From an optimization exercise on the open Yosys and OpenROAD flow, aimed at small area and a short achievable clock period; shortcuts taken in it are not production practice. At most, simulation tests tie the RTL to the original design; equivalence was not proved. The RTL of run 1 was laid out without a check of its function. Power figures rest on the tool's default switching activity, not on a simulated workload.

==> flow/design.v (outline; a module is shown in full before it is edited, if it fits) <==
// module mul32_pipe: 2608 lines
// module mul_fa: 6 lines
// module mul_xor2: 5 lines
// module mul_maj3: 5 lines
// module mul_ao21: 5 lines
// module mul_enc: 6 lines
// module mul_ha: 6 lines
module mul32_pipe(clk, rst, in_valid, a, b, out_valid, p);
  // ...
==> flow/flow/run.sh <==
#!/bin/bash
# Own layout flow: the standard ORFS flow (standard.sh), unchanged except that the
# port buffers that global placement inserts on every input and output use a plain buffer
# (buf_4) instead of the delay cell buffer_ports picks by default.
set -euo pipefail
export BUFFER_PORTS_ARGS="-buffer_cell sky130_fd_sc_hd__buf_4"
bash standard.sh finish > standard_flow.log 2>&1
==> flow/standard.sh <==
#!/bin/bash
# synth_recipe.tcl (not shown) runs the flow's synth.tcl, then flattens the netlist and writes it again
# the make line also repeats each setting of config.mk as NAME=value (left out here)
make -C /OpenROAD-flow-scripts/flow DESIGN_CONFIG=/design/flow/config.mk WORK_HOME=/design/flow/orfs CLKGATE_MAP_FILE= SYNTH_SCRIPT=/design/flow/synth_recipe.tcl "${@:-finish}"
==> flow/config.mk <==
export PLATFORM = sky130hd
export DESIGN_NAME = mul32_pipe
export DESIGN_NICKNAME = mul32_pipe
export VERILOG_FILES = /design/flow/design.v
export SDC_FILE = /design/flow/constraint.sdc
export NUM_CORES = 4
export LEC_CHECK = 0
export ABC_AREA = 1
export CAP_MARGIN = 20
export CORE_MARGIN = 2
export CORE_UTILIZATION = 40
export SLEW_MARGIN = 20
export SYNTH_HIERARCHICAL = 1
==> flow/constraint.sdc <==
create_clock -name core_clock -period 2.5 [get_ports {clk}]
set_input_delay 0.5000 -clock core_clock [delete_from_list [all_inputs] [get_ports {clk}]]
set_output_delay 0.5000 -clock core_clock [all_outputs]
set_load 0.01 [all_outputs]
==> summary.md, run 1 <==
| Metric | Value |
|---|---|
| Layout area overhead | 17.7% |
| Largest family of logic cells by synthesized area | adder cells |
| Routed length on met3 | 7290 um |
| Run status | timing/DRC/antenna clean |
| Wirelength per Cell | 20.9 um |
| DR iter-0 viols | 1796 |
| Die Area | 0.0881 mm^2 |
| Internal power | 31.0 mW |
| Synth Area in XOR/XNOR | 0.137 |
| Design area | 0.0404 mm^2 |
| Plain + repair buffers | 408 |
| Clock group | 9.33 mW |
| Clock tree cell share of total cell area | 0.0520 |
| Setup_tns | 0 ps |
| Ys Warns | 7 |
| I/O pin cnt | 132 |
| Clk pwr share | 0.182 |
| Routed Antenna Nets | 0 |
| Cells after DPL | 4391 |
| CP Buf/Inv Count | 2 |
| Multi-input gate area | 0.0217 mm^2 |
| Drt via density | 5.22 |
| Clock transition at the registers of the reported paths | 60 ps |
| # port buffers | 131 |
| Core Box Area | 0.0850 mm^2 |
| Remaining global-route overflow | 0 |
| HPWL after detailed placement | 75500 um |
| DRC viols | 0 |
| Top cells by area, synth | dfxtp_1 (31%), fa_1 (29%), xnor2_1 (13%) |
| Critical path fanouts, max | 6 |
| Max-slew violation count | 0 |
| Post-route minimum period | 2420 ps |
| Post-synthesis mux area share | 0 |
| Largest register FFs | 306 |
==> inputs of run 2 (changes only) <==
--- a/flow/design.v
+++ b/flow/design.v
@@ -2197,17 +2197,18 @@
   mul_fa u1659(rk2[120], rk2[121], rk2[122], fs1659, fc1659);
   wire fs1660, fc1660;
   mul_fa u1660(rk2[124], rk2[125], rk2[126], fs1660, fc1660);
   wire [40:0] s1661;
   wire [39:0] s1661x = {fc1645, fc1644, fc1643, fc1642, fc1641, fc1640, fc1639, fc1638, fc1637, fc1636, fc1635, hc1634, hc1633, hc1632, hc1631, hc1630, hc1629, hc1628, hc1627, hc1626, hc1625, hc1624, hc1623, hc1622, hc1621, hc1620, hc1619, hc1618, hc1617, hc1616, hc1615, fc1614, fs1614, rk2[7], rk2[6], rk2[5], rk2[4], rk2[3], rk2[2], rk2[0]};
   wire [39:0] s1661y = {fs1646, fs1645, fs1644, fs1643, fs1642, fs1641, fs1640, fs1639, fs1638, fs1637, fs1636, fs1635, hs1634, hs1633, hs1632, hs1631, hs1630, hs1629, hs1628, hs1627, hs1626, hs1625, hs1624, hs1623, hs1622, hs1621, hs1620, hs1619, hs1618, hs1617, hs1616, hs1615, 1'b0, 1'b0, 1'b0, 1'b0, 1'b0, 1'b0, 1'b0, rk2[1]};
   wire [39:0] s1661_g0 = s1661x & s1661y;
   wire [39:0] s1661_p0 = s1661x ^ s1661y;
-  wire s1661_G1 = s1661_g0[1] | (s1661_p0[1] & s1661_g0[0]);
+  wire s1661_G1;
+  mul_ao21 s1661_uG1(s1661_g0[1], s1661_p0[1], s1661_g0[0], s1661_G1);
   wire s1661_P1 = s1661_p0[1] & s1661_p0[0];
   wire s1661_G2 = s1661_g0[3] | (s1661_p0[3] & s1661_g0[2]);
   wire s1661_P2 = s1661_p0[3] & s1661_p0[2];
   wire s1661_G3 = s1661_g0[5] | (s1661_p0[5] & s1661_g0[4]);
   wire s1661_P3 = s1661_p0[5] & s1661_p0[4];
   wire s1661_G4 = s1661_g0[7] | (s1661_p0[7] & s1661_g0[6]);
   wire s1661_P4 = s1661_p0[7] & s1661_p0[6];
   wire s1661_G5 = s1661_g0[9] | (s1661_p0[9] & s1661_g0[8]);
@@ -2237,17 +2238,18 @@
   wire s1661_G17 = s1661_g0[33] | (s1661_p0[33] & s1661_g0[32]);
   wire s1661_P17 = s1661_p0[33] & s1661_p0[32];
   wire s1661_G18 = s1661_g0[35] | (s1661_p0[35] & s1661_g0[34]);
   wire s1661_P18 = s1661_p0[35] & s1661_p0[34];
   wire s1661_G19 = s1661_g0[37] | (s1661_p0[37] & s1661_g0[36]);
   wire s1661_P19 = s1661_p0[37] & s1661_p0[36];
   wire s1661_G20 = s1661_g0[39] | (s1661_p0[39] & s1661_g0[38]);
   wire s1661_P20 = s1661_p0[39] & s1661_p0[38];
-  wire s1661_G21 = s1661_g0[2] | (s1661_p0[2] & s1661_G1);
+  wire s1661_G21;
+  mul_ao21 s1661_uG21(s1661_g0[2], s1661_p0[2], s1661_G1, s1661_G21);
   wire s1661_P21 = s1661_p0[2] & s1661_P1;
   wire s1661_G22 = s1661_G2 | (s1661_P2 & s1661_G1);
   wire s1661_P22 = s1661_P2 & s1661_P1;
   wire s1661_G23 = s1661_g0[6] | (s1661_p0[6] & s1661_G3);
   wire s1661_P23 = s1661_p0[6] & s1661_P3;
   wire s1661_G24 = s1661_G4 | (s1661_P4 & s1661_G3);
   wire s1661_P24 = s1661_P4 & s1661_P3;
   wire s1661_G25 = s1661_g0[10] | (s1661_p0[10] & s1661_G5);
@@ -2277,17 +2279,18 @@
   wire s1661_G37 = s1661_g0[34] | (s1661_p0[34] & s1661_G17);
   wire s1661_P37 = s1661_p0[34] & s1661_P17;
   wire s1661_G38 = s1661_G18 | (s1661_P18 & s1661_G17);
   wire s1661_P38 = s1661_P18 & s1661_P17;
   wire s1661_G39 = s1661_g0[38] | (s1661_p0[38] & s1661_G19);
   wire s1661_P39 = s1661_p0[38] & s1661_P19;
   wire s1661_G40 = s1661_G20 | (s1661_P20 & s1661_G19);
   wire s1661_P40 = s1661_P20 & s1661_P19;
-  wire s1661_G41 = s1661_g0[4] | (s1661_p0[4] & s1661_G22);
+  wire s1661_G41;
+  mul_ao21 s1661_uG41(s1661_g0[4], s1661_p0[4], s1661_G22, s1661_G41);
   wire s1661_P41 = s1661_p0[4] & s1661_P22;
   wire s1661_G42 = s1661_G3 | (s1661_P3 & s1661_G22);
   wire s1661_P42 = s1661_P3 & s1661_P22;
   wire s1661_G43 = s1661_G23 | (s1661_P23 & s1661_G22);
   wire s1661_P43 = s1661_P23 & s1661_P22;
   wire s1661_G44 = s1661_G24 | (s1661_P24 & s1661_G22);
   wire s1661_P44 = s1661_P24 & s1661_P22;
   wire s1661_G45 = s1661_g0[12] | (s1661_p0[12] & s1661_G26);
@@ -2317,17 +2320,18 @@
   wire s1661_G57 = s1661_g0[36] | (s1661_p0[36] & s1661_G38);
   wire s1661_P57 = s1661_p0[36] & s1661_P38;
   wire s1661_G58 = s1661_G19 | (s1661_P19 & s1661_G38);
   wire s1661_P58 = s1661_P19 & s1661_P38;
   wire s1661_G59 = s1661_G39 | (s1661_P39 & s1661_G38);
   wire s1661_P59 = s1661_P39 & s1661_P38;
   wire s1661_G60 = s1661_G40 | (s1661_P40 & s1661_G38);
   wire s1661_P60 = s1661_P40 & s1661_P38;
-  wire s1661_G61 = s1661_g0[8] | (s1661_p0[8] & s1661_G44);
+  wire s1661_G61;
+  mul_ao21 s1661_uG61(s1661_g0[8], s1661_p0[8], s1661_G44, s1661_G61);
   wire s1661_P61 = s1661_p0[8] & s1661_P44;
   wire s1661_G62 = s1661_G5 | (s1661_P5 & s1661_G44);
   wire s1661_P62 = s1661_P5 & s1661_P44;
   wire s1661_G63 = s1661_G25 | (s1661_P25 & s1661_G44);
   wire s1661_P63 = s1661_P25 & s1661_P44;
   wire s1661_G64 = s1661_G26 | (s1661_P26 & s1661_G44);
   wire s1661_P64 = s1661_P26 & s1661_P44;
   wire s1661_G65 = s1661_G45 | (s1661_P45 & s1661_G44);
@@ -2349,17 +2353,18 @@
   wire s1661_G73 = s1661_G53 | (s1661_P53 & s1661_G52);
   wire s1661_P73 = s1661_P53 & s1661_P52;
   wire s1661_G74 = s1661_G54 | (s1661_P54 & s1661_G52);
   wire s1661_P74 = s1661_P54 & s1661_P52;
   wire s1661_G75 = s1661_G55 | (s1661_P55 & s1661_G52);
   wire s1661_P75 = s1661_P55 & s1661_P52;
   wire s1661_G76 = s1661_G56 | (s1661_P56 & s1661_G52);
   wire s1661_P76 = s1661_P56 & s1661_P52;
-  wire s1661_G77 = s1661_g0[16] | (s1661_p0[16] & s1661_G68);
+  wire s1661_G77;
+  mul_ao21 s1661_uG77(s1661_g0[16], s1661_p0[16], s1661_G68, s1661_G77);
   wire s1661_P77 = s1661_p0[16] & s1661_P68;
   wire s1661_G78 = s1661_G9 | (s1661_P9 & s1661_G68);
   wire s1661_P78 = s1661_P9 & s1661_P68;
   wire s1661_G79 = s1661_G29 | (s1661_P29 & s1661_G68);
   wire s1661_P79 = s1661_P29 & s1661_P68;
   wire s1661_G80 = s1661_G30 | (s1661_P30 & s1661_G68);
   wire s1661_P80 = s1661_P30 & s1661_P68;
   wire s1661_G81 = s1661_G49 | (s1661_P49 & s1661_G68);
@@ -2381,17 +2386,18 @@
   wire s1661_G89 = s1661_G73 | (s1661_P73 & s1661_G68);
   wire s1661_P89 = s1661_P73 & s1661_P68;
   wire s1661_G90 = s1661_G74 | (s1661_P74 & s1661_G68);
   wire s1661_P90 = s1661_P74 & s1661_P68;
   wire s1661_G91 = s1661_G75 | (s1661_P75 & s1661_G68);
   wire s1661_P91 = s1661_P75 & s1661_P68;
   wire s1661_G92 = s1661_G76 | (s1661_P76 & s1661_G68);
   wire s1661_P92 = s1661_P76 & s1661_P68;
-  wire s1661_G93 = s1661_g0[32] | (s1661_p0[32] & s1661_G92);
+  wire s1661_G93;
+  mul_ao21 s1661_uG93(s1661_g0[32], s1661_p0[32], s1661_G92, s1661_G93);
   wire s1661_P93 = s1661_p0[32] & s1661_P92;
   wire s1661_G94 = s1661_G17 | (s1661_P17 & s1661_G92);
   wire s1661_P94 = s1661_P17 & s1661_P92;
   wire s1661_G95 = s1661_G37 | (s1661_P37 & s1661_G92);
   wire s1661_P95 = s1661_P37 & s1661_P92;
   wire s1661_G96 = s1661_G38 | (s1661_P38 & s1661_G92);
   wire s1661_P96 = s1661_P38 & s1661_P92;
   wire s1661_G97 = s1661_G57 | (s1661_P57 & s1661_G92);
@@ -2443,17 +2449,18 @@
   assign s1661[38] = s1661_p0[38] ^ s1661_G98;
   assign s1661[39] = s1661_p0[39] ^ s1661_G99;
   assign s1661[40] = s1661_G100;
   wire [24:0] s1662;
   wire [23:0] s1662x = {rk2[135], rk2[134], rk2[132], rk2[131], rk2[129], rk2[128], fc1660, fs1660, fc1659, fs1659, fc1658, fs1658, hc1657, fc1656, hc1655, fc1654, hc1653, fc1652, hc1651, fc1650, hc1649, fc1648, fc1647, fc1646};
   wire [23:0] s1662y = {rk2[136], 1'b0, rk2[133], 1'b0, rk2[130], 1'b0, rk2[127], 1'b0, rk2[123], 1'b0, rk2[119], 1'b0, rk2[115], hs1657, fs1656, hs1655, fs1654, hs1653, fs1652, hs1651, fs1650, hs1649, fs1648, fs1647};
   wire [23:0] s1662_g0 = s1662x & s1662y;
   wire [23:0] s1662_p0 = s1662x ^ s1662y;
-  wire s1662_G1 = s1662_g0[1] | (s1662_p0[1] & s1662_g0[0]);
+  wire s1662_G1;
+  mul_ao21 s1662_uG1(s1662_g0[1], s1662_p0[1], s1662_g0[0], s1662_G1);
   wire s1662_P1 = s1662_p0[1] & s1662_p0[0];
   wire s1662_G2 = s1662_g0[3] | (s1662_p0[3] & s1662_g0[2]);
   wire s1662_P2 = s1662_p0[3] & s1662_p0[2];
   wire s1662_G3 = s1662_g0[5] | (s1662_p0[5] & s1662_g0[4]);
   wire s1662_P3 = s1662_p0[5] & s1662_p0[4];
   wire s1662_G4 = s1662_g0[7] | (s1662_p0[7] & s1662_g0[6]);
   wire s1662_P4 = s1662_p0[7] & s1662_p0[6];
   wire s1662_G5 = s1662_g0[9] | (s1662_p0[9] & s1662_g0[8]);
@@ -2467,17 +2474,18 @@
   wire s1662_G9 = s1662_g0[17] | (s1662_p0[17] & s1662_g0[16]);
   wire s1662_P9 = s1662_p0[17] & s1662_p0[16];
   wire s1662_G10 = s1662_g0[19] | (s1662_p0[19] & s1662_g0[18]);
   wire s1662_P10 = s1662_p0[19] & s1662_p0[18];
   wire s1662_G11 = s1662_g0[21] | (s1662_p0[21] & s1662_g0[20]);
   wire s1662_P11 = s1662_p0[21] & s1662_p0[20];
   wire s1662_G12 = s1662_g0[23] | (s1662_p0[23] & s1662_g0[22]);
   wire s1662_P12 = s1662_p0[23] & s1662_p0[22];
-  wire s1662_G13 = s1662_g0[2] | (s1662_p0[2] & s1662_G1);
+  wire s1662_G13;
+  mul_ao21 s1662_uG13(s1662_g0[2], s1662_p0[2], s1662_G1, s1662_G13);
   wire s1662_P13 = s1662_p0[2] & s1662_P1;
   wire s1662_G14 = s1662_G2 | (s1662_P2 & s1662_G1);
   wire s1662_P14 = s1662_P2 & s1662_P1;
   wire s1662_G15 = s1662_g0[6] | (s1662_p0[6] & s1662_G3);
   wire s1662_P15 = s1662_p0[6] & s1662_P3;
   wire s1662_G16 = s1662_G4 | (s1662_P4 & s1662_G3);
   wire s1662_P16 = s1662_P4 & s1662_P3;
   wire s1662_G17 = s1662_g0[10] | (s1662_p0[10] & s1662_G5);
@@ -2491,17 +2499,18 @@
   wire s1662_G21 = s1662_g0[18] | (s1662_p0[18] & s1662_G9);
   wire s1662_P21 = s1662_p0[18] & s1662_P9;
   wire s1662_G22 = s1662_G10 | (s1662_P10 & s1662_G9);
   wire s1662_P22 = s1662_P10 & s1662_P9;
   wire s1662_G23 = s1662_g0[22] | (s1662_p0[22] & s1662_G11);
   wire s1662_P23 = s1662_p0[22] & s1662_P11;
   wire s1662_G24 = s1662_G12 | (s1662_P12 & s1662_G11);
   wire s1662_P24 = s1662_P12 & s1662_P11;
-  wire s1662_G25 = s1662_g0[4] | (s1662_p0[4] & s1662_G14);
+  wire s1662_G25;
+  mul_ao21 s1662_uG25(s1662_g0[4], s1662_p0[4], s1662_G14, s1662_G25);
   wire s1662_P25 = s1662_p0[4] & s1662_P14;
   wire s1662_G26 = s1662_G3 | (s1662_P3 & s1662_G14);
   wire s1662_P26 = s1662_P3 & s1662_P14;
   wire s1662_G27 = s1662_G15 | (s1662_P15 & s1662_G14);
   wire s1662_P27 = s1662_P15 & s1662_P14;
   wire s1662_G28 = s1662_G16 | (s1662_P16 & s1662_G14);
   wire s1662_P28 = s1662_P16 & s1662_P14;
   wire s1662_G29 = s1662_g0[12] | (s1662_p0[12] & s1662_G18);
@@ -2515,33 +2524,35 @@
   wire s1662_G33 = s1662_g0[20] | (s1662_p0[20] & s1662_G22);
   wire s1662_P33 = s1662_p0[20] & s1662_P22;
   wire s1662_G34 = s1662_G11 | (s1662_P11 & s1662_G22);
   wire s1662_P34 = s1662_P11 & s1662_P22;
   wire s1662_G35 = s1662_G23 | (s1662_P23 & s1662_G22);
   wire s1662_P35 = s1662_P23 & s1662_P22;
   wire s1662_G36 = s1662_G24 | (s1662_P24 & s1662_G22);
   wire s1662_P36 = s1662_P24 & s1662_P22;
-  wire s1662_G37 = s1662_g0[8] | (s1662_p0[8] & s1662_G28);
+  wire s1662_G37;
+  mul_ao21 s1662_uG37(s1662_g0[8], s1662_p0[8], s1662_G28, s1662_G37);
   wire s1662_P37 = s1662_p0[8] & s1662_P28;
   wire s1662_G38 = s1662_G5 | (s1662_P5 & s1662_G28);
   wire s1662_P38 = s1662_P5 & s1662_P28;
   wire s1662_G39 = s1662_G17 | (s1662_P17 & s1662_G28);
   wire s1662_P39 = s1662_P17 & s1662_P28;
   wire s1662_G40 = s1662_G18 | (s1662_P18 & s1662_G28);
   wire s1662_P40 = s1662_P18 & s1662_P28;
   wire s1662_G41 = s1662_G29 | (s1662_P29 & s1662_G28);
   wire s1662_P41 = s1662_P29 & s1662_P28;
   wire s1662_G42 = s1662_G30 | (s1662_P30 & s1662_G28);
   wire s1662_P42 = s1662_P30 & s1662_P28;
   wire s1662_G43 = s1662_G31 | (s1662_P31 & s1662_G28);
   wire s1662_P43 = s1662_P31 & s1662_P28;
   wire s1662_G44 = s1662_G32 | (s1662_P32 & s1662_G28);
   wire s1662_P44 = s1662_P32 & s1662_P28;
-  wire s1662_G45 = s1662_g0[16] | (s1662_p0[16] & s1662_G44);
+  wire s1662_G45;
+  mul_ao21 s1662_uG45(s1662_g0[16], s1662_p0[16], s1662_G44, s1662_G45);
   wire s1662_P45 = s1662_p0[16] & s1662_P44;
   wire s1662_G46 = s1662_G9 | (s1662_P9 & s1662_G44);
   wire s1662_P46 = s1662_P9 & s1662_P44;
   wire s1662_G47 = s1662_G21 | (s1662_P21 & s1662_G44);
   wire s1662_P47 = s1662_P21 & s1662_P44;
   wire s1662_G48 = s1662_G22 | (s1662_P22 & s1662_G44);
   wire s1662_P48 = s1662_P22 & s1662_P44;
   wire s1662_G49 = s1662_G33 | (s1662_P33 & s1662_G44);
==> summary.md, run 2 <==
| Metric | Value |
|---|---|
| Share of cells above drive strength 1 | 0.152 (was 0.169) |
| RSZ-0062 raised after global routing | yes (unchanged) |
| Share of the synthesized area in the top cell type | 0.311 (about the same) |
| Wirelength per Cell | 21.2 um (was 20.9 um) |
| Clock transition at the registers of the reported paths | 60 ps (about the same) |
| Remaining global-route overflow | 0 (unchanged) |
| H-tree depth | 2 (unchanged) |
| I/O pin cnt | 132 (unchanged) |
| DR vias | 23.6k (was 23.5k) |
| Filler Cell Count | 7781 (was 7745) |
| Routed Antenna Nets | 0 (unchanged) |
| Post-Syn Area | 0.0343 mm^2 (about the same) |
| Largest net degree at the start of global routing | 34 (unchanged) |
| Synth cell types | 35 (was 37) |
| Total power | 49.6 mW (was 51.1 mW) |
| Flops & latches, synth | 533 (unchanged) |
| Levels on crit path | 10 (was 15) |
| Critical path required time | 3050 ps (was 3020 ps) |
| Routability congestion estimate from global placement | 0.931 (was 0.943) |
| Synth cell count leaders | dfxtp_1 (533), o22ai_1 (511), xnor2_1 (507), fa_1 (492), nand2_1 (226) (was dfxtp_1 (533), o22ai_1 (511), xnor2_1 (510), fa_1 (499), nand2_1 (201)) |
| Die width | 297 um (about the same) |
| Syn Area/Cell | 10.9 um^2 (was 11.0 um^2) |
| Largest register FFs | 306 (unchanged) |
| Final core utilization | 0.471 (was 0.475) |
| Area after DPL | 0.0378 mm^2 (was 0.0380 mm^2) |
| Final hold violation count | 0 (unchanged) |
| Fin nets | 3996 (was 4012) |
| Dpl ws | -208 ps (was -216 ps) |
| CTS tree | done (unchanged) |
| Clk root buf | clkbuf_16 (unchanged) |
| CP cell instances | fa_1, ha_1, nand2_1, nor2_2, nand2_1, nor2_4, inv_1, nor2_2, nand2_2, nor3_2 (was fa_2, ha_4, fa_2, nand3_2, nand2_2, nand2_2, nand3_2, buf_6, nand3_2, nand2_4, buf_12, nand2_1, nand2_1, nand2_1, nand2_1) |
| Max-slew violation count | 0 (unchanged) |
| CP Buf/Inv Count | 1 (was 2) |
| # port buffers | 131 (unchanged) |
| HPWL after detailed placement | 76200 um (was 75500 um) |
| Initial Util | 0.403 (about the same) |
| Clk sinks | 533 (unchanged) |
| Drt via density | 5.24 (was 5.22) |
| Setup CP Type | reg -> reg (unchanged) |
| Layout area overhead | 16.6% (was 17.7%) |
| Startpoint types | flip-flop (unchanged) |
| Period utilization | 0.951 (was 0.968) |
| Skew-Pair Late Insertion Delay | 640 ps (was 630 ps) |
| Vias in the first global route | 24.5k (was 24.8k) |
| Fmax | 421 MHz (was 413 MHz) |
| TritonCTS buffer count | 60 (was 59) |
| Commonest non-fill, non-tap cell in the layout | dfxtp_1 (unchanged) |
| Hold path depth | 3 (was 2) |
| Leak pwr | 16.6 nW (was 16.8 nW) |
| # rows | 107 (unchanged) |
| Predominant post-synthesis flop cell | dfxtp_1 (unchanged) |
| Die Span Y | 297 um (about the same) |
| Post-route minimum period | 2380 ps (was 2420 ps) |
| Max Root-Sink Buffers | 3 (unchanged) |
| Most frequent cells in the layout | dfxtp_1 (533), o22ai_1 (511), xnor2_1 (507) (was dfxtp_1 (531), o22ai_1 (511), xnor2_1 (510)) |
| Skew final | 26.2 ps (was 19.3 ps) |
| FFs w/ async S/R, synth | 0 (unchanged) |
| Synth area leader | dfxtp_1 (unchanged) |
| Core Box Area | 0.0850 mm^2 (unchanged) |
| Worst r2r path cells | 10 (was 15) |
| Biggest regs | rk1: 306 flops, rk2: 137 flops, rk3: 87 flops (unchanged) |
| Die Area | 0.0881 mm^2 (about the same) |
| Cell count after synthesis | 3137 (was 3113) |
| Final setup fails | 0 (unchanged) |
| Length of the first detailed-routing pass in iterations | 6 (was 7) |
| Total GRT Usage | 0.217 (was 0.215) |
| Top cells by area, synth | dfxtp_1 (31%), fa_1 (29%), xnor2_1 (13%) (unchanged) |
| Final wirelength | 95700 um (was 94100 um) |
| Final hold slack | 76.1 ps (was 38.4 ps) |
| Worst hold path class | in -> reg (unchanged) |
| Crit-path max cell delay | 470 ps (was 480 ps) |
| CP delay by family, top | simple AND/OR/NAND/NOR gates (was adder cells) |
| DRC viols | 0 (unchanged) |
| Worst Setup Slack, final | 123 ps (was 79.2 ps) |
| Register area share after synthesis | 0.311 (about the same) |
| Max-cap viol count | 0 (unchanged) |
| PwrDens | 1240 mW/mm^2 (was 1270 mW/mm^2) |
| Post-synth EDFFs | 0 (unchanged) |
| DR iter-0 viols | 1945 (was 1796) |
| Run status | timing/DRC/antenna clean (unchanged) |
| First-pass GRT wire length | 147000 um (was 146000 um) |
| CP Capture Type | flip-flop (unchanged) |
| Initial antenna violation count | 4 (was 5) |
| Critical path fanouts, max | 4 (was 6) |
| Ys Warns | 7 (unchanged) |
| Max VDD drop | 0.000800 V (was 0.000762 V) |
| Most flop-heavy register | rk1 (unchanged) |
| Max stage delay cell, worst path | fa_1 (was fa_2) |
| CP arrival | 2930 ps (was 2940 ps) |
| Top-count cell post-synth | dfxtp_1 (unchanged) |
| Design area | 0.0400 mm^2 (was 0.0404 mm^2) |
-- run 2: layer usage --
layer,part of all wire,track usage,routed length [um]
met1,0.43,0.295,41500
met2,0.46,0.355,44400
met3,0.072,0.0385,6910
met4,0.031,0.0633,2920
met5,0.00040,0,38
-- run 2: worst paths after layout --
| check | from | to | slack (ps) |
|---|---|---|---|
| setup reg to reg | rk2[91] | rk3[85] | 120 |
| setup / recovery | rk2[91] | rk3[85] | 120 |
| hold / removal | in_valid | vpipe[0] | 80 |
| hold reg to reg | rk1[12] | rk2[9] | 330 |
-- run 2: cells by family (layout without fill, tap and decap cells) --
group / count (synthesis) / in the layout / share of synthesized area
AO/OA/AOI/OAI: 576 / 576 / 0.104
buffers and inverters: 478 / 680 / 0.0651
other: 2 / 23 / 0.000219
XOR/XNOR: 545 / 545 / 0.139
adder cells (fa/ha/maj): 624 / 624 / 0.335
AND/OR/NAND/NOR: 379 / 379 / 0.0456
flip-flops: 533 / 533 / 0.311
-- run 2: through the flow --
step	std cells	setup TNS (ps)
2_1_floorplan	3155	0
3_3_place_gp	4386	-14790
3_5_place_dp	4386	-17690
4_1_cts	4501	0
5_1_grt	4502	-22.7
6_report	4504	0
-- run 2: worst reg2reg max path: stages, from the launching register on --
cell and delay, ps:
dfxtp_1 310, fa_1 470, ha_1 340, nand2_1 120, nor2_2 180, nand2_1 240
nor2_4 240, inv_1 100, nor2_2 110, nand2_2 90, nor3_2 100
-- run 2: layout make-up --
class	count	area (um^2)	area share
Multi-Input combinational cell	2144	21500	0.538
Timing Repair Buffer	375	3570	0.0892
Inverter	191	717	0.0179
Sequential cell	533	10700	0.267
Clock buffer	76	1680	0.0421
Antenna cell	3	7.51	0.000188
Tap cell	1144	1430	0.0358
Clock inverter	38	417	0.0104
-- run 2: where the power goes --
| part | leakage, nW | total, mW | switching (mW) | internal (mW) |
|---|---|---|---|---|
| logic | 11.1 | 25.6 | 14.2 | 11.4 |
| registers | 4.48 | 14.8 | 1.91 | 12.8 |
| clock network | 1.03 | 9.27 | 3.76 | 5.51 |
| total | 16.6 | 49.6 | 19.9 | 29.7 |
-- run 2: timing repair --
item	4_1_cts	5_1_grt
setup buffers	0	0
hold endpoints to repair	2	0
endpoints found under the setup margin	0	25
resized for setup	0	11
hold buffers	1	0
-- run 2: Yosys stat by module (local to each module, per instance) --
module	area (um^2)	times used	flops+latches
mul32_pipe	23900	1	533
mul_fa	20.0	492	0
mul_ha	12.5	34	0
mul_ao21	11.3	11	0
==> inputs of run 3 (changes only) <==
--- a/flow/config.mk
+++ b/flow/config.mk
@@ -8,6 +8,9 @@
 export ABC_AREA = 1
 export CAP_MARGIN = 20
 export CORE_MARGIN = 2
-export CORE_UTILIZATION = 40
+export CORE_UTILIZATION = 50
+export CTS_CLUSTER_DIAMETER = 100
+export CTS_CLUSTER_SIZE = 24
+export PLACE_DENSITY = 0.75
 export SLEW_MARGIN = 20
 export SYNTH_HIERARCHICAL = 1
==> summary.md, run 3 <==
| Metric | Value |
|---|---|
| Post-Syn Area | 0.0343 mm^2 (unchanged) |
| Synth cell count leaders | dfxtp_1 (533), o22ai_1 (511), xnor2_1 (507), fa_1 (492), nand2_1 (226) (unchanged) |
| Top cells by area, synth | dfxtp_1 (31%), fa_1 (29%), xnor2_1 (13%) (unchanged) |
| Critical path's most frequent cell | nand2_1 |
| CP arrival | 2930 ps (about the same) |
| HP Start | rst (was in_valid) |
| Filler Cell Count | 5701 (was 7781) |
| Drt via density | 5.72 (was 5.24) |
| Post-route minimum period | 2410 ps (was 2380 ps) |
| RR Endpoint | rk3[57] (was rk3[85]) |
| Routability congestion estimate from global placement | 1.00 (was 0.931) |
| Max-slew violation count | 0 (unchanged) |
| CP cell instances | fa_1, ha_1, a21oi_1, o21ai_0, a21oi_2, nand2_4, nand2_1, nand2_1, xor2_1 (was fa_1, ha_1, nand2_1, nor2_2, nand2_1, nor2_4, inv_1, nor2_2, nand2_2, nor3_2) |
| Worst hold path class | in -> reg (unchanged) |
| Most flop-heavy register | rk1 (unchanged) |
| DR iter-0 viols | 2317 (was 1945) |
| Crit path launch | rk2[111] (was rk2[91]) |
| Critical R2R Launch | rk2[111] (was rk2[91]) |
| Crit-path max cell delay | 480 ps (was 470 ps) |
| Largest net degree at the start of global routing | 34 (unchanged) |
| DRC viols | 0 (unchanged) |
| Max-cap viol count | 0 (unchanged) |
| Share of the synthesized area in the top cell type | 0.311 (unchanged) |
| Biggest regs | rk1: 306 flops, rk2: 137 flops, rk3: 87 flops (unchanged) |
| Critical path required time | 3020 ps (was 3050 ps) |
| Routed Antenna Nets | 0 (unchanged) |
| Length of the first detailed-routing pass in iterations | 5 (was 6) |
| Commonest non-fill, non-tap cell in the layout | dfxtp_1 (unchanged) |
| Share of cells above drive strength 1 | 0.136 (was 0.152) |
| Startpoint types | flip-flop (unchanged) |
| HPWL after detailed placement | 75400 um (was 76200 um) |
| Die Span Y | 266 um (was 297 um) |
| # rows | 96 (was 107) |
| Hold path depth | 2 (was 3) |
| Initial antenna violation count | 2 (was 4) |
| Multi-input gate area | 0.0215 mm^2 (about the same) |
| Predominant post-synthesis flop cell | dfxtp_1 (unchanged) |
| Worst r2r path cells | 9 (was 10) |
| FFs w/ async S/R, synth | 0 (unchanged) |
| Critical path fanouts, max | 8 (was 4) |
| First-pass GRT wire length | 144000 um (was 147000 um) |
| Clock transition at the registers of the reported paths | 90 ps (was 60 ps) |
| I/O pin cnt | 132 (unchanged) |
| Ys Warns | 7 (unchanged) |
| CP Capture Type | flip-flop (unchanged) |
| Clk root buf | clkbuf_16 (unchanged) |
| Most frequent cells in the layout | dfxtp_1 (533), o22ai_1 (511), xnor2_1 (507) (unchanged) |
| Run status | timing/DRC/antenna clean (unchanged) |
| Final setup fails | 0 (unchanged) |
| Register area share after synthesis | 0.311 (unchanged) |
| Syn Area/Cell | 10.9 um^2 (unchanged) |
| Layout area overhead | 12.2% (was 16.6%) |
| Die width | 266 um (was 297 um) |
| Max VDD drop | 0.000790 V (was 0.000800 V) |
| DR vias | 23.9k (was 23.6k) |
| PwrDens | 1190 mW/mm^2 (was 1240 mW/mm^2) |
| Cell count after synthesis | 3137 (unchanged) |
| Worst slew pin tran | 657 ps |
| Wirelength per Cell | 22.3 um (was 21.2 um) |
| Largest register FFs | 306 (unchanged) |
| Ant diodes | 0 (was 3) |
| FF-to-FF setup slack | 90 ps (was 120 ps) |
| Skew final | 22.7 ps (was 26.2 ps) |
| Final hold slack | 43.9 ps (was 76.1 ps) |
| Die Area | 0.0707 mm^2 (was 0.0881 mm^2) |
| Vias in the first global route | 24.9k (was 24.5k) |
| Post CTS Setup Buffer Count | 0 (unchanged) |
| Final wirelength | 92900 um (was 95700 um) |
| # port buffers | 131 (unchanged) |
| Skew-Pair Late Insertion Delay | 630 ps (was 640 ps) |
| Max stage delay cell, worst path | fa_1 (unchanged) |
| Post-synth EDFFs | 0 (unchanged) |
| Clk sinks | 533 (unchanged) |
| Leak pwr | 16.1 nW (was 16.6 nW) |
| Top-count cell post-synth | dfxtp_1 (unchanged) |
| Fin nets | 3973 (was 3996) |
| RSZ-0062 raised after global routing | yes (unchanged) |
| Initial Util | 0.503 (was 0.403) |
| Sequential cell area | 0.0107 mm^2 (unchanged) |
| Final hold violation count | 0 (unchanged) |
| TritonCTS buffer count | 28 (was 60) |
| H-tree depth | 1 (was 2) |
| Total power | 45.9 mW (was 49.6 mW) |
| Flops & latches, synth | 533 (unchanged) |
| Synth area leader | dfxtp_1 (unchanged) |
| Remaining global-route overflow | 0 (unchanged) |
| Fmax | 415 MHz (was 421 MHz) |
| Period utilization | 0.964 (was 0.951) |
| Worst Hold Path EP | vpipe[1] (was vpipe[0]) |
| Rel. slew slack | 0.562 |
| CTS tree | done (unchanged) |
| Core Box Area | 0.0682 mm^2 (was 0.0850 mm^2) |
| Synth cell types | 35 (unchanged) |
| Max Root-Sink Buffers | 3 (unchanged) |
| Setup CP Type | reg -> reg (unchanged) |
| Total GRT Usage | 0.267 (was 0.217) |
==> run 3: critical path, delay by kind of cell, from the launching register on <==
family	cells	cell delay [ps]
simple gates	3	280
flops	1	330
xor+xnor	1	130
compound gates	3	730
fa+ha+maj	2	830
==> run 3: worst max-delay path by stage <==
| stage | slack (ps) | endpoint | depth (start not counted) |
|---|---|---|---|
| floorplan | 40 | rk1[264] | 10 |
| global placement | -430 | rk1[130] | 6 |
| detailed placement | -390 | rk1[130] | 6 |
| CTS | 20 | rk3[57] | 13 |
| global route | -40 | rk3[57] | 9 |
| finish | 90 | rk3[57] | 9 |
==> run 3: through the flow <==
| step | worst slack [ps] | std cells | TNS, ps | instance area (um^2) | utilization |
|---|---|---|---|---|---|
| finish | 90.2 | 4171 | 0 | 38500 | 0.564 |
| global route | -43.9 | 4171 | -90.9 | 38500 | 0.564 |
| CTS | 16.1 | 4171 | 0 | 38400 | 0.563 |
| detailed placement | -389 | 4134 | -19530 | 37600 | 0.551 |
| global placement | -426 | 4134 | -14530 | 37600 | 0.551 |
| floorplan | 35.1 | 3155 | 0 | 34400 | - |
==> run 3: final cells by class <==
| type | instances | area share |
|---|---|---|
| clock buffer | 31 | 0.0196 |
| sequential | 533 | 0.277 |
| multi-input combinational | 2144 | 0.559 |
| tap | 882 | 0.0287 |
| inverter | 191 | 0.0186 |
| timing repair buffer | 384 | 0.0950 |
| clock inverter | 6 | 0.00198 |
==> run 3: timing repair <==
item                                    CTS  global route
resized for setup                         0             9
endpoints found under the hold margin     0             0
endpoints found under the setup margin    0            25
hold buffers                              0             0
==> run 3: per-layer routing <==
layer / global-route usage / up-vias / routed length [um]
met5: 0 / - / 14
met4: 0.0957 / 2 / 3740
met3: 0.0610 / 239 / 9610
met2: 0.422 / 1232 / 42200
met1: 0.360 / 11791 / 37400
li1: - / 10611 / -
==> run 3: cell families after synthesis <==
family	after synthesis	synth area share
other	2	0.000219
buffers and inverters	478	0.0651
adders and majority gates	624	0.335
and+or+nand+nor	379	0.0456
xor gates and xnor gates	545	0.139
AOI/OAI and AO/OA	576	0.104
DFF	533	0.311
==> run 3: Yosys stat by module, one instance, submodules excluded <==
module      times used  flops+latches
mul_ha              34              0
mul_ao21            11              0
mul32_pipe           1            533
mul_fa             492              0
==> run 3: where the power goes <==
group,leakage [nW],internal (mW),switching [mW]
Clock,0.409,2.20,2.91
Sequential,4.48,12.8,2.00
Combinational,11.2,11.5,14.4
Total,16.1,26.5,19.3
==> inputs of run 4 (changes only) <==
--- a/flow/config.mk
+++ b/flow/config.mk
@@ -10,7 +10,7 @@
 export CORE_MARGIN = 2
 export CORE_UTILIZATION = 50
 export CTS_CLUSTER_DIAMETER = 100
-export CTS_CLUSTER_SIZE = 24
+export CTS_CLUSTER_SIZE = 22
 export PLACE_DENSITY = 0.75
 export SLEW_MARGIN = 20
 export SYNTH_HIERARCHICAL = 1
==> summary.md, run 4 <==
| Metric | Value |
|---|---|
| PwrDens | 1190 mW/mm^2 (about the same) |
| Cells after DPL | 4134 (unchanged) |
| Max Root-Sink Buffers | 3 (unchanged) |
| Most frequent cells in the layout | dfxtp_1 (533), o22ai_1 (511), xnor2_1 (507) (unchanged) |
| Sw power | 19.3 mW (about the same) |
| Synth cell types | 35 (unchanged) |
| Syn Area/Cell | 10.9 um^2 (unchanged) |
| Synth cell count leaders | dfxtp_1 (533), o22ai_1 (511), xnor2_1 (507), fa_1 (492), nand2_1 (226) (unchanged) |
| Layout area overhead | 12.4% (was 12.2%) |
| HPWL after detailed placement | 75400 um (unchanged) |
| Commonest non-fill, non-tap cell in the layout | dfxtp_1 (unchanged) |
| Worst slew pin tran | 618 ps (was 657 ps) |
| Largest net degree at the start of global routing | 34 (unchanged) |
| I/O pin cnt | 132 (unchanged) |
| Share of cells above drive strength 1 | 0.136 (about the same) |
| Sequential cell area | 0.0107 mm^2 (unchanged) |
| Busiest grt layer | met2 (unchanged) |
| Setup CP Type | reg -> reg (unchanged) |
| Skew final | 15.7 ps (was 22.7 ps) |
| Length of the first detailed-routing pass in iterations | 6 (was 5) |
| Levels on crit path | 9 (unchanged) |
| Synth area leader | dfxtp_1 (unchanged) |
| Post-route minimum period | 2400 ps (was 2410 ps) |
| GR Util met2 | 0.425 (was 0.422) |
| Register area share after synthesis | 0.311 (unchanged) |
| # rows | 96 (unchanged) |
| Wirelength per Cell | 22.4 um (was 22.3 um) |
| Clock transition at the registers of the reported paths | 90 ps (about the same) |
| Setup_tns | 0 ps (unchanged) |
| Final setup fails | 0 (unchanged) |
| Clk root buf | clkbuf_16 (unchanged) |
| Total GRT Usage | 0.268 (was 0.267) |
| Most flop-heavy register | rk1 (unchanged) |
| Filler Cell Count | 5717 (was 5701) |
| DR iter-0 viols | 2408 (was 2317) |
| Hold path depth | 2 (unchanged) |
| Global Route met3 Usage | 0.0686 (was 0.0610) |
| Fin nets | 3976 (was 3973) |
| Biggest regs | rk1: 306 flops, rk2: 137 flops, rk3: 87 flops (unchanged) |
| Flops & latches, synth | 533 (unchanged) |
| Sw Ratio | 0.420 (was 0.421) |
| Ys Warns | 7 (unchanged) |
| Critical path's most frequent cell | nand2_1 (unchanged) |
| M1 GR Usage | 0.356 (was 0.360) |
| Multi-input gate area | 0.0215 mm^2 (about the same) |
| CP Capture Type | flip-flop (unchanged) |
| CP arrival | 2910 ps (was 2930 ps) |
| Rel. slew slack | 0.588 (was 0.562) |
| Post-Syn Area | 0.0343 mm^2 (unchanged) |
| Clk sinks | 533 (unchanged) |
| CTS tree | done (unchanged) |
| Routability congestion estimate from global placement | 1.00 (unchanged) |
| Predominant post-synthesis flop cell | dfxtp_1 (unchanged) |
| Cell count after synthesis | 3137 (unchanged) |
| Post-CTS Resized | 0 (unchanged) |
| Internal power | 26.7 mW (was 26.5 mW) |
| Fmax | 417 MHz (was 415 MHz) |
| Drt via density | 5.71 (was 5.72) |
| Share of the synthesized area in the top cell type | 0.311 (unchanged) |
| RSZ-0062 raised after global routing | yes (unchanged) |
| Run status | timing/DRC/antenna clean (unchanged) |
| CP cell instances | fa_1, ha_1, a21oi_1, o21ai_0, a21oi_2, nand2_4, nand2_1, nand2_1, xor2_1 (unchanged) |
| Final wirelength | 93500 um (was 92900 um) |
| Initial antenna violation count | 3 (was 2) |
| Remaining global-route overflow | 0 (unchanged) |
| H-tree depth | 1 (unchanged) |
| Core Box Area | 0.0682 mm^2 (unchanged) |
| Post CTS Setup Buffer Count | 0 (unchanged) |
| Leak pwr | 16.1 nW (about the same) |
| TritonCTS buffer count | 31 (was 28) |
| Final core utilization | 0.565 (was 0.564) |
| Worst r2r path cells | 9 (unchanged) |
| CP Buf/Inv Count | 0 (unchanged) |
| Vias in the first global route | 25.0k (was 24.9k) |
| FFs w/ async S/R, synth | 0 (unchanged) |
| Largest register FFs | 306 (unchanged) |
| Initial Util | 0.503 (unchanged) |
| CP delay by family, top | adder cells (unchanged) |
| DRC viols | 0 (unchanged) |
| Crit-path max cell delay | 480 ps (about the same) |
| Max stage delay cell, worst path | fa_1 (unchanged) |
| Critical path fanouts, max | 8 (unchanged) |
| Routed Antenna Nets | 0 (unchanged) |
| Max-slew violation count | 0 (unchanged) |
| Die Span Y | 266 um (unchanged) |
| Final hold slack | 53.4 ps (was 43.9 ps) |
| Max VDD drop | 0.000662 V (was 0.000790 V) |
| Worst hold path class | in -> reg (unchanged) |
| Comb pwr share | 0.561 (was 0.565) |
| Top cells by area, synth | dfxtp_1 (31%), fa_1 (29%), xnor2_1 (13%) (unchanged) |
| # port buffers | 131 (unchanged) |
| Hold Buf Count CTS | 0 (unchanged) |
| Critical path required time | 3010 ps (was 3020 ps) |
| Top-count cell post-synth | dfxtp_1 (unchanged) |
| First-pass GRT wire length | 145000 um (was 144000 um) |
| Skew-Pair Late Insertion Delay | 620 ps (was 630 ps) |
| Max-cap viol count | 0 (unchanged) |
| Die Area | 0.0707 mm^2 (unchanged) |
| Clk pwr share | 0.118 (was 0.111) |
| Final Non-Filler Cells | 4175 (was 4171) |
| Period utilization | 0.960 (was 0.964) |
| Die width | 266 um (unchanged) |
| Post-synth EDFFs | 0 (unchanged) |
| Sequential Power Share | 0.322 (was 0.323) |
| Final hold violation count | 0 (unchanged) |
| DR vias | 23.8k (was 23.9k) |
| Startpoint types | flip-flop (unchanged) |
| Ant diodes | 0 (unchanged) |
-- run 4: changes by cell type in the layout (fill, tap and decap cells not counted), moves of 2 or more --
cell / before / now
ha_4: 2 / 0
ha_1: 130 / 132
clkbuf_16: 29 / 31
inv_8: 2 / 4
-- run 4: metal layers --
layer,vias to the layer above,part of all wire
met3,277,0.11
met5,-,0.00044
li1,10616,-
met1,11701,0.40
met4,6,0.042
met2,1242,0.45
-- run 4: area by class of cell --
cell class,count,share of cell area
inverters,191,0.0186
well taps,882,0.0286
flip-flops and latches,533,0.277
clock inverters,9,0.00331
repair buffers,384,0.0949
multi-input cells,2144,0.557
clock buffers,32,0.0205
-- run 4: path summary, 6_finish.rpt --
| check | from | end | slack [ps] |
|---|---|---|---|
| max | rk2[111] | rk3[57] | 100 |
| min | rst | vpipe[1] | 50 |
| max reg2reg | rk2[111] | rk3[57] | 100 |
| min reg2reg | rk1[19] | rk2[13] | 330 |
-- run 4: cell families (layout without fill, tap and decap cells) --
kind of cell	count (synthesis)	in the layout	synth area share
flip-flops	533	533	0.311
buffers and inverters	478	616	0.0651
other	2	20	0.000219
XOR/XNOR	545	545	0.139
adder cells (fa/ha/maj)	624	624	0.335
AO/OA/AOI/OAI	576	576	0.104
AND/OR/NAND/NOR	379	379	0.0456
-- run 4: power by group through the flow --
stage / Clock, mW / Combinational (mW) / Sequential (mW)
after floorplan: 0 / 18.4 / 14.4
after global placement: 0 / 25.0 / 14.9
after detailed placement: 0 / 25.9 / 15.0
after CTS: 5.56 / 26.1 / 14.8
after global routing: 5.87 / 29.8 / 15.2
final: 5.42 / 25.8 / 14.8
-- run 4: Yosys stat by module (local to each module, per instance) --
module | flops+latches | cell area, um^2 | cells inside | copies in the design
mul_fa | 0 | 20.0 | 1 | 492
mul32_pipe | 533 | 23900 | 2578 | 1
mul_ha | 0 | 12.5 | 1 | 34
mul_ao21 | 0 | 11.3 | 3 | 11
-- run 4: per-stage QoR --
stage               total power [mW]  setup slack (ps)  area (um^2)
CTS                             46.5              14.9        38500
detailed placement              40.9              -389        37600
finish                          46.0               101        38600
floorplan                       32.8              35.1        34400
global route                    50.9             -71.5        38600
global placement                39.9              -426        37600
==> inputs of run 5 (changes only) <==
--- a/flow/config.mk
+++ b/flow/config.mk
@@ -9,8 +9,6 @@
 export CAP_MARGIN = 20
 export CORE_MARGIN = 2
 export CORE_UTILIZATION = 50
-export CTS_CLUSTER_DIAMETER = 100
-export CTS_CLUSTER_SIZE = 22
 export PLACE_DENSITY = 0.75
 export SLEW_MARGIN = 20
 export SYNTH_HIERARCHICAL = 1
==> summary.md, run 5 <==
| Metric | Value |
|---|---|
| Run status | timing/DRC/antenna clean (unchanged) |
| Setup_tns | 0 ps (unchanged) |
| Max-slew violation count | 0 (unchanged) |
| Setup CP Type | reg -> reg (unchanged) |
| Hold Buf Count CTS | 0 (unchanged) |
| Fmax | 419 MHz (was 417 MHz) |
| DRC viols | 0 (unchanged) |
| Fin nets | 4002 (was 3976) |
| Critical path fanouts, max | 8 (unchanged) |
| Final core utilization | 0.580 (was 0.565) |
| Syn Area/Cell | 10.9 um^2 (unchanged) |
| Ys Warns | 7 (unchanged) |
| Period utilization | 0.954 (was 0.960) |
| Post-Syn Area | 0.0343 mm^2 (unchanged) |
| Ant diodes | 0 (unchanged) |
| Startpoint types | flip-flop (unchanged) |
| Design area | 0.0396 mm^2 (was 0.0386 mm^2) |
| Initial Util | 0.503 (unchanged) |
| Rel. slew slack | 0.578 (was 0.588) |
| Register area share after synthesis | 0.311 (unchanged) |
| Internal power | 29.5 mW (was 26.7 mW) |
| Flops & latches, synth | 533 (unchanged) |
| Skew final | 25.8 ps (was 15.7 ps) |
| Leak pwr | 16.6 nW (was 16.1 nW) |
| Share of cells above drive strength 1 | 0.149 (was 0.136) |
| Sw power | 20.2 mW (was 19.3 mW) |
| Most flop-heavy register | rk1 (unchanged) |
| HPWL after detailed placement | 75400 um (unchanged) |
| Largest net degree at the start of global routing | 34 (unchanged) |
| Worst hold path class | in -> reg (unchanged) |
| Cell count after synthesis | 3137 (unchanged) |
| DR iter-0 viols | 2417 (was 2408) |
| Wirelength per Cell | 22.5 um (was 22.4 um) |
| Commonest non-fill, non-tap cell in the layout | dfxtp_1 (unchanged) |
| Die Area | 0.0707 mm^2 (unchanged) |
| Die Span Y | 266 um (unchanged) |
| Max VDD drop | 0.000692 V (was 0.000662 V) |
| H-tree depth | 2 (was 1) |
| Clk root buf | clkbuf_16 (unchanged) |
| Biggest regs | rk1: 306 flops, rk2: 137 flops, rk3: 87 flops (unchanged) |
| I/O pin cnt | 132 (unchanged) |
| Top cells by area, synth | dfxtp_1 (31%), fa_1 (29%), xnor2_1 (13%) (unchanged) |
| First-pass GRT wire length | 148000 um (was 145000 um) |
| # port buffers | 131 (unchanged) |
| Routability congestion estimate from global placement | 1.00 (unchanged) |
| Most frequent cells in the layout | dfxtp_1 (533), o22ai_1 (511), xnor2_1 (507) (unchanged) |
| Cells after DPL | 4134 (unchanged) |
| Synth cell count leaders | dfxtp_1 (533), o22ai_1 (511), xnor2_1 (507), fa_1 (492), nand2_1 (226) (unchanged) |
| Die width | 266 um (unchanged) |
| Sequential Power Share | 0.299 (was 0.322) |
| Top-count cell post-synth | dfxtp_1 (unchanged) |
| PwrDens | 1260 mW/mm^2 (was 1190 mW/mm^2) |
| Routed Antenna Nets | 0 (unchanged) |
| Drt via density | 5.74 (was 5.71) |
| Predominant post-synthesis flop cell | dfxtp_1 (unchanged) |
| CP arrival | 2890 ps (was 2910 ps) |
| Final hold violation count | 0 (unchanged) |
| # rows | 96 (unchanged) |
| Final Non-Filler Cells | 4235 (was 4175) |
| Area after DPL | 0.0376 mm^2 (unchanged) |
| CP Capture Type | flip-flop (unchanged) |
| Largest register FFs | 306 (unchanged) |
| Synth area leader | dfxtp_1 (unchanged) |
| Skew-Pair Late Insertion Delay | 620 ps (about the same) |
| Clk pwr share | 0.177 (was 0.118) |
| Clk sinks | 533 (unchanged) |
| Comb pwr share | 0.524 (was 0.561) |
| Worst slew pin tran | 633 ps (was 618 ps) |
| Clock transition at the registers of the reported paths | 60 ps (was 90 ps) |
| Max Root-Sink Buffers | 3 (unchanged) |
| CTS tree | done (unchanged) |
| Layout area overhead | 15.4% (was 12.4%) |
| Core Box Area | 0.0682 mm^2 (unchanged) |
| Vias in the first global route | 25.6k (was 25.0k) |
| Sw Ratio | 0.406 (was 0.420) |
| Max-cap viol count | 0 (unchanged) |
| Share of the synthesized area in the top cell type | 0.311 (unchanged) |
| Final wirelength | 95500 um (was 93500 um) |
| Synth cell types | 35 (unchanged) |
| Length of the first detailed-routing pass in iterations | 6 (unchanged) |
| Post-synth EDFFs | 0 (unchanged) |
| Critical path required time | 3010 ps (about the same) |
| Remaining global-route overflow | 0 (unchanged) |
| Post-route minimum period | 2390 ps (was 2400 ps) |
| RSZ-0062 raised after global routing | yes (unchanged) |
| TritonCTS buffer count | 57 (was 31) |
| DR vias | 24.3k (was 23.8k) |
| Final setup fails | 0 (unchanged) |
| FFs w/ async S/R, synth | 0 (unchanged) |
| Initial antenna violation count | 1 (was 3) |
| Total GRT Usage | 0.276 (was 0.268) |
run 5: cell counts after synthesis:
No cell type changed its count.
run 5: final timing paths:
path / depth (start not counted) / slack, ps / endpoint / startpoint
max: 9 / 110 / rk3[57] / rk2[111]
min: 2 / 60 / vpipe[1] / rst
max reg2reg: 9 / 110 / rk3[57] / rk2[111]
min reg2reg: 0 / 330 / rk2[2] / rk1[2]
run 5: cells by family after synthesis:
| family | count (synthesis) | synth area share |
|---|---|---|
| buffers and inverters | 478 | 0.0651 |
| flip-flops | 533 | 0.311 |
| AO/OA/AOI/OAI | 576 | 0.104 |
| other | 2 | 0.000219 |
| AND/OR/NAND/NOR | 379 | 0.0456 |
| adder cells (fa/ha/maj) | 624 | 0.335 |
| XOR/XNOR | 545 | 0.139 |
run 5: power by group through the flow:
stage	Sequential, mW	Combinational (mW)	Clock [mW]
floorplan	14.4	18.4	0
global placement	14.9	25.0	0
detailed placement	15.0	25.9	0
CTS	14.9	26.3	8.93
global route	15.2	30.0	9.27
finish	14.8	26.0	8.78
run 5: area by class of cell:
cell class | count | area (um^2)
repair buffers | 384 | 3660
inverters | 191 | 717
multi-input cells | 2144 | 21500
fillers | 5567 | 28700
flip-flops and latches | 533 | 10700
clock buffers | 76 | 1610
well taps | 882 | 1100
clock inverters | 25 | 320
run 5: metal layers:
metal	global-route usage	wire length, um	part of all wire
met5	0	14	0.00015
met3	0.0687	10100	0.11
met4	0.108	4340	0.045
met2	0.437	43500	0.46
met1	0.364	37600	0.39
run 5: stage by stage:
step / hold slack (ps) / setup slack [ps] / total power, mW
floorplan: 310 / 35.1 / 32.8
global placement: 313 / -426 / 39.9
detailed placement: 312 / -389 / 40.9
CTS: 34.1 / 20.5 / 50.1
global route: 47.5 / -36.6 / 54.5
finish: 63.0 / 115 / 49.7
run 5: worst max-delay path, cell delays in order (launching register included):
cell and delay [ps]:
dfxtp_1 330, fa_1 480, ha_1 340, a21oi_1 270, o21ai_1 170, a21oi_1 250, nand2_4 150, nand2_1 90
nand2_1 60, xor2_1 130
run 5: modules after synthesis (local to each module, per instance):
module	flops+latches	cell area, um^2	cells inside	times used
mul32_pipe	533	23900	2578	1
mul_fa	0	20.0	1	492
mul_ha	0	12.5	1	34
mul_ao21	0	11.3	3	11
run 5: what timing repair did:
action                                  CTS  global route
endpoints found under the setup margin    0            23
endpoints found under the hold margin     0             0
resized for setup                         0             7
setup buffers                             0             0
==> inputs of run 6 (changes only) <==
--- a/flow/config.mk
+++ b/flow/config.mk
@@ -9,6 +9,8 @@
 export CAP_MARGIN = 20
 export CORE_MARGIN = 2
 export CORE_UTILIZATION = 50
+export CTS_CLUSTER_DIAMETER = 120
+export CTS_CLUSTER_SIZE = 26
 export PLACE_DENSITY = 0.75
 export SLEW_MARGIN = 20
 export SYNTH_HIERARCHICAL = 1
==> summary.md, run 6 <==
| Metric | Value |
|---|---|
| Post-Syn Area | 0.0343 mm^2 (unchanged) |
| Flops & latches, synth | 533 (unchanged) |
| Ant diodes | 0 (unchanged) |
| Vias in the first global route | 24.9k (was 25.6k) |
| Final core utilization | 0.562 (was 0.580) |
| # rows | 96 (unchanged) |
| Max Root-Sink Buffers | 3 (unchanged) |
| Max-slew violation count | 0 (unchanged) |
| Most flop-heavy register | rk1 (unchanged) |
| First-pass GRT wire length | 144000 um (was 148000 um) |
| Setup_tns | 0 ps (unchanged) |
| Predominant post-synthesis flop cell | dfxtp_1 (unchanged) |
| Core Box Area | 0.0682 mm^2 (unchanged) |
| CTS tree | done (unchanged) |
| Sequential cell area | 0.0107 mm^2 (unchanged) |
| Skew-Pair Late Insertion Delay | 620 ps (about the same) |
| Cell count after synthesis | 3137 (unchanged) |
| Max-cap viol count | 0 (unchanged) |
| Remaining global-route overflow | 0 (unchanged) |
| Routed Antenna Nets | 0 (unchanged) |
| Skew final | 32.3 ps (was 25.8 ps) |
| Startpoint types | input port (was flip-flop) |
| Setup CP Type | in -> reg (was reg -> reg) |
| Filler Cell Count | 5757 (was 5567) |
| Die width | 266 um (unchanged) |
| CP delay by family, top | adder cells (unchanged) |
| # port buffers | 131 (unchanged) |
| I/O pin cnt | 132 (unchanged) |
| FFs w/ async S/R, synth | 0 (unchanged) |
| Clk sinks | 533 (unchanged) |
| Drt via density | 5.71 (was 5.74) |
| Final wirelength | 92700 um (was 95500 um) |
| Top cells by area, synth | dfxtp_1 (31%), fa_1 (29%), xnor2_1 (13%) (unchanged) |
| Fmax | 420 MHz (was 419 MHz) |
| Layout area overhead | 11.8% (was 15.4%) |
| Share of the synthesized area in the top cell type | 0.311 (unchanged) |
| Total GRT Usage | 0.266 (was 0.276) |
| Critical path fanouts, max | 28 (was 8) |
| DR vias | 23.8k (was 24.3k) |
| Largest net degree at the start of global routing | 34 (unchanged) |
| Synth cell types | 35 (unchanged) |
| Period utilization | 0.952 (was 0.954) |
| Worst slew pin tran | 599 ps (was 633 ps) |
| Register area share after synthesis | 0.311 (unchanged) |
| Leak pwr | 16.0 nW (was 16.6 nW) |
| Cells after DPL | 4134 (unchanged) |
| Max VDD drop | 0.000758 V (was 0.000692 V) |
| Share of cells above drive strength 1 | 0.133 (was 0.149) |
| HPWL after detailed placement | 75400 um (unchanged) |
| CP Buf/Inv Count | 2 (was 0) |
| DRC viols | 0 (unchanged) |
| Largest register FFs | 306 (unchanged) |
| Syn Area/Cell | 10.9 um^2 (unchanged) |
| Synth cell count leaders | dfxtp_1 (533), o22ai_1 (511), xnor2_1 (507), fa_1 (492), nand2_1 (226) (unchanged) |
| Crit-path max cell delay | 540 ps (was 480 ps) |
| Critical path required time | 3000 ps (was 3010 ps) |
| Top-count cell post-synth | dfxtp_1 (unchanged) |
| DR iter-0 viols | 2306 (was 2417) |
| Synth area leader | dfxtp_1 (unchanged) |
| Total power | 45.3 mW (was 49.7 mW) |
| CP arrival | 2880 ps (was 2890 ps) |
| H-tree depth | 1 (was 2) |
| Final setup fails | 0 (unchanged) |
| TritonCTS buffer count | 25 (was 57) |
| Dpl ws | -389 ps (unchanged) |
| Rel. slew slack | 0.601 (was 0.578) |
| Clock transition at the registers of the reported paths | 100 ps (was 60 ps) |
| Initial antenna violation count | 4 (was 1) |
| Die Span Y | 266 um (unchanged) |
| Fin nets | 3970 (was 4002) |
| Biggest regs | rk1: 306 flops, rk2: 137 flops, rk3: 87 flops (unchanged) |
| Wirelength per Cell | 22.3 um (was 22.5 um) |
| CP cell instances | buf_4, buf_4, xnor2_1, o22ai_1, fa_1, fa_1 (was fa_1, ha_1, a21oi_1, o21ai_1, a21oi_1, nand2_4, nand2_1, nand2_1, xor2_1) |
| Commonest non-fill, non-tap cell in the layout | dfxtp_1 (unchanged) |
| Worst hold path class | in -> reg (unchanged) |
| Worst Setup Slack, final | 121 ps (was 115 ps) |
| Most frequent cells in the layout | dfxtp_1 (533), o22ai_1 (511), xnor2_1 (507) (unchanged) |
| Run status | timing/DRC/antenna clean (unchanged) |
| Die Area | 0.0707 mm^2 (unchanged) |
| Final Non-Filler Cells | 4162 (was 4235) |
| Multi-input gate area | 0.0215 mm^2 (about the same) |
| Max stage delay cell, worst path | fa_1 (unchanged) |
| CP Capture Type | flip-flop (unchanged) |
| PwrDens | 1180 mW/mm^2 (was 1260 mW/mm^2) |
| Routability congestion estimate from global placement | 1.00 (unchanged) |
| Post-route minimum period | 2380 ps (was 2390 ps) |
| Hold Buf Count CTS | 0 (unchanged) |
| RSZ-0062 raised after global routing | yes (unchanged) |
| Clk root buf | clkbuf_16 (unchanged) |
| Post-synth EDFFs | 0 (unchanged) |
| Initial Util | 0.503 (unchanged) |
| Ys Warns | 7 (unchanged) |
| Length of the first detailed-routing pass in iterations | 6 (unchanged) |
| Final hold violation count | 0 (unchanged) |
## run 6: cell counts after synthesis
No cell type changed its count.
## run 6: metal layers
metal / global-route usage / vias to the layer above / share of wire
met2: 0.423 / 1195 / 0.45
met3: 0.0598 / 238 / 0.10
met5: 0.00832 / - / 0.0014
met1: 0.360 / 11719 / 0.41
met4: 0.0946 / 10 / 0.040
li1: - / 10592 / -
## run 6: Yosys stat by module (local to each module, per instance)
| module | area (um^2) | cells | times used |
|---|---|---|---|
| mul_fa | 20.0 | 1 | 492 |
| mul_ha | 12.5 | 1 | 34 |
| mul32_pipe | 23900 | 2578 | 1 |
| mul_ao21 | 11.3 | 3 | 11 |
## run 6: where the power goes
group	internal [mW]	switching [mW]	total, mW
combinational	11.5	14.4	25.9
sequential	12.8	1.97	14.8
clock	1.85	2.81	4.65
total	26.2	19.2	45.3
## run 6: timing repair
item / 4_1_cts / 5_1_grt
setup buffers: 0 / 0
endpoints found under the setup margin: 1 / 21
gates resized for setup: 1 / 6
## run 6: layout make-up
| cell class | instances | share of cell area |
|---|---|---|
| tap | 882 | 0.0288 |
| multi-input combinational | 2144 | 0.561 |
| inverter | 191 | 0.0187 |
| sequential | 533 | 0.278 |
| clock inverter | 3 | 0.00153 |
| clock buffer | 25 | 0.0163 |
| timing repair buffer | 384 | 0.0954 |
## run 6: path summary, 6_finish.rpt
| kind | from | endpoint | slack [ps] | depth (start not counted) |
|---|---|---|---|---|
| setup / recovery | b[27] | rk1[130] | 120 | 6 |
| setup reg to reg | rk2[111] | rk3[57] | 150 | 9 |
| hold reg to reg | rk1[3] | rk2[3] | 330 | 0 |
| hold / removal | rst | vpipe[1] | 60 | 2 |
## run 6: cells by family (layout without fill, tap and decap cells)
family,Yosys count,in the layout,synth area share
other,2,20,0.000219
buffers and inverters,478,603,0.0651
XOR/XNOR,545,545,0.139
AO/OA/AOI/OAI,576,576,0.104
flip-flops,533,533,0.311
AND/OR/NAND/NOR,379,379,0.0456
adder cells (fa/ha/maj),624,624,0.335
## run 6: metrics by stage
step,area [um^2],hold slack [ps]
global placement,37600,313
CTS,38300,42.1
global route,38300,35.7
detailed placement,37600,312
floorplan,34400,310
finish,38300,62.8
## run 6: worst reg2reg max path, delay by kind of cell, from the launching register on
kind | cells | cell delay (ps)
DFF | 1 | 340
and+or+nand+nor | 3 | 320
xor gates and xnor gates | 1 | 130
AOI/OAI and AO/OA | 3 | 670
adders and majority gates | 2 | 830
==> inputs of run 7 (changes only) <==
--- a/flow/config.mk
+++ b/flow/config.mk
@@ -10,7 +10,7 @@
 export CORE_MARGIN = 2
 export CORE_UTILIZATION = 50
 export CTS_CLUSTER_DIAMETER = 120
-export CTS_CLUSTER_SIZE = 26
+export CTS_CLUSTER_SIZE = 20
 export PLACE_DENSITY = 0.75
 export SLEW_MARGIN = 20
 export SYNTH_HIERARCHICAL = 1
==> summary.md, run 7 <==
| Metric | Value |
|---|---|
| Post-Syn Area | 0.0343 mm^2 (unchanged) |
| Die Span Y | 266 um (unchanged) |
| RR Endpoint | rk3[19] (was rk3[57]) |
| Final core utilization | 0.564 (was 0.562) |
| Initial antenna violation count | 2 (was 4) |
| H-tree depth | 1 (unchanged) |
| Core Box Area | 0.0682 mm^2 (unchanged) |
| Top cells by area, synth | dfxtp_1 (31%), fa_1 (29%), xnor2_1 (13%) (unchanged) |
| TritonCTS buffer count | 31 (was 25) |
| Most flop-heavy register | rk1 (unchanged) |
| Vias in the first global route | 24.9k (about the same) |
| Final setup fails | 0 (unchanged) |
| Startpoint types | input port (unchanged) |
| CP arrival | 2850 ps (was 2880 ps) |
| Sequential cell area | 0.0107 mm^2 (unchanged) |
| Synth cell count leaders | dfxtp_1 (533), o22ai_1 (511), xnor2_1 (507), fa_1 (492), nand2_1 (226) (unchanged) |
| Critical path fanouts, max | 28 (unchanged) |
| Fin nets | 3976 (was 3970) |
| Max Root-Sink Buffers | 3 (unchanged) |
| Filler Cell Count | 5722 (was 5757) |
| Top-count cell post-synth | dfxtp_1 (unchanged) |
| Wirelength per Cell | 22.4 um (was 22.3 um) |
| Initial Util | 0.503 (unchanged) |
| Worst Hold Path EP | vpipe[1] (unchanged) |
| Predominant post-synthesis flop cell | dfxtp_1 (unchanged) |
| Skew final | 20.3 ps (was 32.3 ps) |
| Flops & latches, synth | 533 (unchanged) |
| I/O pin cnt | 132 (unchanged) |
| Die Area | 0.0707 mm^2 (unchanged) |
| Cell count after synthesis | 3137 (unchanged) |
| Synth cell types | 35 (unchanged) |
| Total GRT Usage | 0.268 (was 0.266) |
| Met1 Wirelength | 37500 um (was 37600 um) |
| CTS tree | done (unchanged) |
| Biggest regs | rk1: 306 flops, rk2: 137 flops, rk3: 87 flops (unchanged) |
| # port buffers | 131 (unchanged) |
| Syn Area/Cell | 10.9 um^2 (unchanged) |
| Routed Antenna Nets | 0 (unchanged) |
| Clock transition at the registers of the reported paths | 80 ps (was 100 ps) |
| Max-slew violation count | 0 (unchanged) |
| HPWL after detailed placement | 75400 um (unchanged) |
| Max stage delay cell, worst path | fa_1 (unchanged) |
| Routability congestion estimate from global placement | 1.00 (unchanged) |
| Total power | 45.8 mW (was 45.3 mW) |
| Synth area leader | dfxtp_1 (unchanged) |
| CP cell instances | buf_4, buf_4, xnor2_1, o22ai_1, fa_1, fa_1 (unchanged) |
| First-pass GRT wire length | 144000 um (about the same) |
| Length of the first detailed-routing pass in iterations | 6 (unchanged) |
| DRC viols | 0 (unchanged) |
| Final hold slack | 52.7 ps (was 62.8 ps) |
| Post-synth EDFFs | 0 (unchanged) |
| FFs w/ async S/R, synth | 0 (unchanged) |
| HP Start | rst (unchanged) |
| Most frequent cells in the layout | dfxtp_1 (533), o22ai_1 (511), xnor2_1 (507) (unchanged) |
| # rows | 96 (unchanged) |
| CP Buf/Inv Count | 2 (unchanged) |
| Remaining global-route overflow | 0 (unchanged) |
| Clk sinks | 533 (unchanged) |
| CP Capture Type | flip-flop (unchanged) |
| Top Layer Used | met5 (unchanged) |
| Run status | timing/DRC/antenna clean (unchanged) |
| Post-route minimum period | 2360 ps (was 2380 ps) |
| Drt via density | 5.71 (about the same) |
| Skew-Pair Late Insertion Delay | 630 ps (was 620 ps) |
| Period utilization | 0.942 (was 0.952) |
| Max VDD drop | 0.000676 V (was 0.000758 V) |
| Die width | 266 um (unchanged) |
| Largest net degree at the start of global routing | 34 (unchanged) |
| Final wirelength | 93200 um (was 92700 um) |
| Max-cap viol count | 0 (unchanged) |
| Post CTS Setup Buffer Count | 0 (unchanged) |
run 7: worst max path at each step:
stage / startpoint / to / cells past startpoint
6_report: b[27] / rk1[130] / 6
5_1_grt: rk2[106] / rk3[84] / 12
4_1_cts: rk2[91] / rk3[57] / 13
3_5_place_dp: b[27] / rk1[130] / 6
3_3_place_gp: b[27] / rk1[130] / 6
2_1_floorplan: b[29] / rk1[264] / 10
run 7: where the power goes:
group,leakage [nW],switching [mW],internal (mW)
logic,11.2,14.4,11.5
registers,4.48,1.98,12.8
clock network,0.399,2.85,2.22
run 7: cell families (layout without fill, tap and decap cells):
logic type / after synthesis / after routing / synth area share
XOR/XNOR: 545 / 545 / 0.139
AO/OA/AOI/OAI: 576 / 576 / 0.104
AND/OR/NAND/NOR: 379 / 379 / 0.0456
flip-flops: 533 / 533 / 0.311
other: 2 / 20 / 0.000219
buffers and inverters: 478 / 609 / 0.0651
adder cells (fa/ha/maj): 624 / 624 / 0.335
run 7: area by class of cell:
| cell class | count | area share |
|---|---|---|
| well taps | 882 | 0.0287 |
| flip-flops and latches | 533 | 0.277 |
| clock buffers | 31 | 0.0202 |
| multi-input cells | 2144 | 0.559 |
| inverters | 191 | 0.0186 |
| clock inverters | 3 | 0.000943 |
| repair buffers | 384 | 0.0951 |
run 7: per-layer routing:
layer,up-vias,global-route usage
li1,10594,-
met2,1278,0.426
met5,-,0.00277
met3,261,0.0617
met1,11669,0.360
met4,2,0.0934
run 7: modules after synthesis (local to each module, per instance):
module / flip-flops and latches / cell area (um^2)
mul_ao21: 0 / 11.3
mul_ha: 0 / 12.5
mul_fa: 0 / 20.0
mul32_pipe: 533 / 23900
run 7: through the flow:
stage | instances | instance area, um^2 | setup slack, ps
3_3_place_gp | 4134 | 37600 | -426
5_1_grt | 4168 | 38500 | -18.5
6_report | 4168 | 38500 | 144
4_1_cts | 4168 | 38400 | 28.4
2_1_floorplan | 3155 | 34400 | 35.1
3_5_place_dp | 4134 | 37600 | -389

Re-timed with assumed drivers on the ports (clkbuf_16 on the clock, buf_2 on other inputs), run 7 has 0.127 ns of setup slack against 0.144 ns with ideal ports, and -0.491 ns once port delays also move by the mid clock arrival of 0.677 ns.
